Source: an optimization exercise on an open RTL-to-GDS flow (aim: small area and a short achievable clock period). Production flows keep margins and buffers that such runs may drop. The RTL was checked by simulation tests, not by an equivalence proof against the original design.

## run A
Design balance_cntrl, start of the top module:
module balance_cntrl
# (parameter fast_sim=1)
(
input clk, rst_n,
input vld, pwr_up, rider_off,
input logic signed [15:0] ptch,
input logic signed [15:0] ptch_rt,
input logic [11:0] steer_pot,
input logic en_steer,
output logic signed [11:0] lft_spd,
output logic signed [11:0] rght_spd,
output logic too_fast
);
Settings: LEC_CHECK=0, ABC_AREA=1, CAP_MARGIN=20, CORE_MARGIN=2, CORE_UTILIZATION=60, PLACE_DENSITY=0.8, SLEW_MARGIN=20; clock period 35.0 ns.
standard.sh (not shown) runs the stock make flow with config.mk's settings and CLKGATE_MAP_FILE= SYNTH_SCRIPT=/design/flow/synth_recipe.tcl, a recipe that flattens the netlist after the stock synthesis.
==> flow/flow/run.sh <==
#!/bin/bash
# Layout flow: the standard synthesis, then an inverter clean-up around the
# full-adder cells (polarity.py) and a re-map of the remaining gates
# (remap.tcl, ABC area script), then the standard layout steps with plain
# buf_1 port buffers and a setup-repair target of MARGIN ns.
set -euo pipefail
MARGIN=9.5
R=orfs/results/sky130hd/balance_cntrl/base
bash standard.sh  synth > 1_standard_synth.log 2>&1
cp $R/1_2_yosys.v std_1_2_yosys.v
python3 flow/polarity.py std_1_2_yosys.v pol.v > 2_polarity.log 2>&1
export REMAP_LIB=$FLOW_HOME/platforms/sky130hd/lib/sky130_fd_sc_hd__tt_025C_1v80.lib
export REMAP_DONT_USE="$(sed -n '/DONT_USE_CELLS += /,/^$/p' $FLOW_HOME/platforms/sky130hd/config.mk | grep -o 'sky130_fd_sc_hd__[a-z0-9_]*' | tr '\n' ' ')"
STA=$(dirname $(command -v openroad))/sta
best=""; bestm=""
for s in flow/abc_*.script; do
  k=$(basename $s .script)
  REMAP_IN=pol.v REMAP_OUT=remap_$k.v REMAP_ABC_SCRIPT=$s yosys -c flow/remap.tcl > 3_remap_$k.log 2>&1 || continue
  PICK_NET=remap_$k.v PICK_LIB=$REMAP_LIB PICK_SDC=constraint.sdc $STA -no_init -exit flow/pick.tcl > 3_pick_$k.log 2>&1 || continue
  line=$(grep '^PICK' 3_pick_$k.log) || continue
  m=$(echo "$line" | awk '{print $3 * (37.5 - $5 * 1e9)}')
  echo "$k $line metric $m" >> 3_pick_summary.log
  if [ -z "$bestm" ] || awk "BEGIN {exit !($m < $bestm)}"; then best=$k; bestm=$m; fi
done
echo "chosen $best" >> 3_pick_summary.log
cp remap_$best.v remap.v
cp remap.v $R/1_2_yosys.v
rm -f $R/1_synth.odb $R/1_synth.sdc
ARGS=( "BUFFER_PORTS_ARGS=-buffer_cell sky130_fd_sc_hd__buf_1")
LATE=0
if [ "$LATE" = "1" ]; then
  # floorplan (and its first sizing pass) without the setup-repair target
  bash standard.sh "${ARGS[@]}" floorplan > 4_standard_floorplan.log 2>&1
fi
if [ "$MARGIN" != "none" ]; then
  ARGS+=("SETUP_SLACK_MARGIN=$MARGIN")
fi
bash standard.sh "${ARGS[@]}" finish > 4_standard_finish.log 2>&1
Other scripts of this flow, unchanged in this note and not shown: flow/flow/abc_a.script, flow/flow/abc_b.script, flow/flow/abc_c.script, flow/flow/abc_e.script, flow/flow/abc_f.script, flow/flow/pick.tcl, flow/flow/polarity.py, flow/flow/remap.tcl
Run A has completed all stages; timing, DRC and antenna checks passed.
Here is what was changed in the inputs of run B compared with run A.
Settings: a change of CORE_UTILIZATION from 60 to 75; a deleted PLACE_DENSITY that had been 0.8.
-- flow/flow/run.sh --
<<< run A, line 6
set -euo pipefail
MARGIN=9.5
R=orfs/results/sky130hd/balance_cntrl/base
>>> run B, line 6
set -euo pipefail
MARGIN=11
R=orfs/results/sky130hd/balance_cntrl/base
<<< run A, line 29
ARGS=( "BUFFER_PORTS_ARGS=-buffer_cell sky130_fd_sc_hd__buf_1")
LATE=0
if [ "$LATE" = "1" ]; then
  # floorplan (and its first sizing pass) without the setup-repair target
  bash standard.sh "${ARGS[@]}" floorplan > 4_standard_floorplan.log 2>&1
fi
if [ "$MARGIN" != "none" ]; then
>>> run B, line 29
ARGS=( "BUFFER_PORTS_ARGS=-buffer_cell sky130_fd_sc_hd__buf_1")
if [ "$MARGIN" != "none" ]; then
--- outcome ---
Seen in the log of run B: GRT-0232 during global routing, after which the run never completed. Diff run A..run B | number of buffers inserted by port buffering | unchanged. Re post-synthesis area per instance: no difference whatsoever between run A and run B. As far as synthesized cell count is concerned, run B and run A perform about the same.
Edits applied to the flow inputs when going from run B to run C:
Settings: CORE_UTILIZATION changed from 75 to 70.
-- flow/flow/run.sh --
<<< run B, line 6
set -euo pipefail
MARGIN=11
R=orfs/results/sky130hd/balance_cntrl/base
>>> run C, line 6
set -euo pipefail
MARGIN=9.5
R=orfs/results/sky130hd/balance_cntrl/base
<<< run B, line 29
ARGS=( "BUFFER_PORTS_ARGS=-buffer_cell sky130_fd_sc_hd__buf_1")
if [ "$MARGIN" != "none" ]; then
>>> run C, line 29
ARGS=( "BUFFER_PORTS_ARGS=-buffer_cell sky130_fd_sc_hd__buf_1")
LATE=0
if [ "$LATE" = "1" ]; then
  # floorplan (and its first sizing pass) without the setup-repair target
  bash standard.sh "${ARGS[@]}" floorplan > 4_standard_floorplan.log 2>&1
fi
if [ "$MARGIN" != "none" ]; then
==> comparison <==
- Estimated wirelength of the detail-placed design (lower): run B
- Worst-case setup slack after placement ends up lower on run C.
- Placer's final routability congestion estimate (higher): run B
- Die width: lower on run B
- Comparing run B and run C, the lower number of resized instances in the post-cts repair step was measured on run C.
- Diff run B..run C | cell area reported after detailed placement | negligible
- Compared with run B, run C shows height of the die that has gone up by a few percent.
- Status: run B FAILED at global routing (tool error)
- Run C completed every stage of the flow, and the final layout passed the timing, design-rule and antenna checks.
- Placement row count, run B and run C: larger value in run C
> inputs changed (run C -> run D)
-- flow/flow/run.sh --
<<< run C, line 28
rm -f $R/1_synth.odb $R/1_synth.sdc
ARGS=( "BUFFER_PORTS_ARGS=-buffer_cell sky130_fd_sc_hd__buf_1")
LATE=0
>>> run D, line 28
rm -f $R/1_synth.odb $R/1_synth.sdc
ARGS=( "BUFFER_PORTS_ARGS=-buffer_cell sky130_fd_sc_hd__buf_1" RECOVER_POWER=50)
LATE=0
Layout checks on run D: not met. Flow itself completed; violations: max-capacitance violations, max-slew violations. Status: wire length parity (run C, run D). Delta (run D minus run C): number of non-clock buffers in the layout held; setup slack went down 0.0043 ns.
The inputs of run E differ from those of run D as listed below.
Settings: a change of CORE_UTILIZATION from 70 to 65.
-- flow/flow/run.sh --
<<< run D, line 6
set -euo pipefail
MARGIN=9.5
R=orfs/results/sky130hd/balance_cntrl/base
>>> run E, line 6
set -euo pipefail
MARGIN=8
R=orfs/results/sky130hd/balance_cntrl/base
<<< run D, line 28
rm -f $R/1_synth.odb $R/1_synth.sdc
ARGS=( "BUFFER_PORTS_ARGS=-buffer_cell sky130_fd_sc_hd__buf_1" RECOVER_POWER=50)
LATE=0
if [ "$LATE" = "1" ]; then
  # floorplan (and its first sizing pass) without the setup-repair target
  bash standard.sh "${ARGS[@]}" floorplan > 4_standard_floorplan.log 2>&1
fi
if [ "$MARGIN" != "none" ]; then
>>> run E, line 28
rm -f $R/1_synth.odb $R/1_synth.sdc
ARGS=( "BUFFER_PORTS_ARGS=-buffer_cell sky130_fd_sc_hd__buf_1")
if [ "$MARGIN" != "none" ]; then
[summary]
- Run E has completed all stages; timing, DRC and antenna checks passed.
- Run E and run D ended up with roughly the same area after detailed placement.
- Changes observed in run E relative to run D: number of buffers between clock root and the deepest sink flat, final worst setup slack down 0.90 ns.

==> re-timing with driven ports <==
No port has a modelled driver above. Below, the same layouts with a new extraction and two added sets of constraints.
Step 1 (the two cells are an assumption about what drives the block):
set clk [get_ports {clk}]
set_driving_cell -lib_cell sky130_fd_sc_hd__clkbuf_16 $clk
set_driving_cell -lib_cell sky130_fd_sc_hd__buf_2 [delete_from_list [all_inputs] $clk]
Step 2 moves the port delays by t, midway between the first and last clock arrival at a register: inputs arrive t later, outputs are due t later. That takes back most of the time a late clock gives input paths.
a / b / c = ideal / step 1 / step 2; a / b = the first two.
run	t, ns	setup slack, ns	worst setup path at the end	worst register clock-pin slew, ns	worst data-port slew with drivers (ns)
run A	0.307	10.286 / 10.266 / 10.266	input to output	0.06 / 0.06	0.03
run C	0.316	10.250 / 10.224 / 10.224	input to output	0.09 / 0.09	0.03
run D	0.313	10.246 / 10.220 / 10.220	input to output	0.08 / 0.08	0.03
run E	0.308	9.346 / 9.325 / 9.325	input to output	0.06 / 0.06	0.03
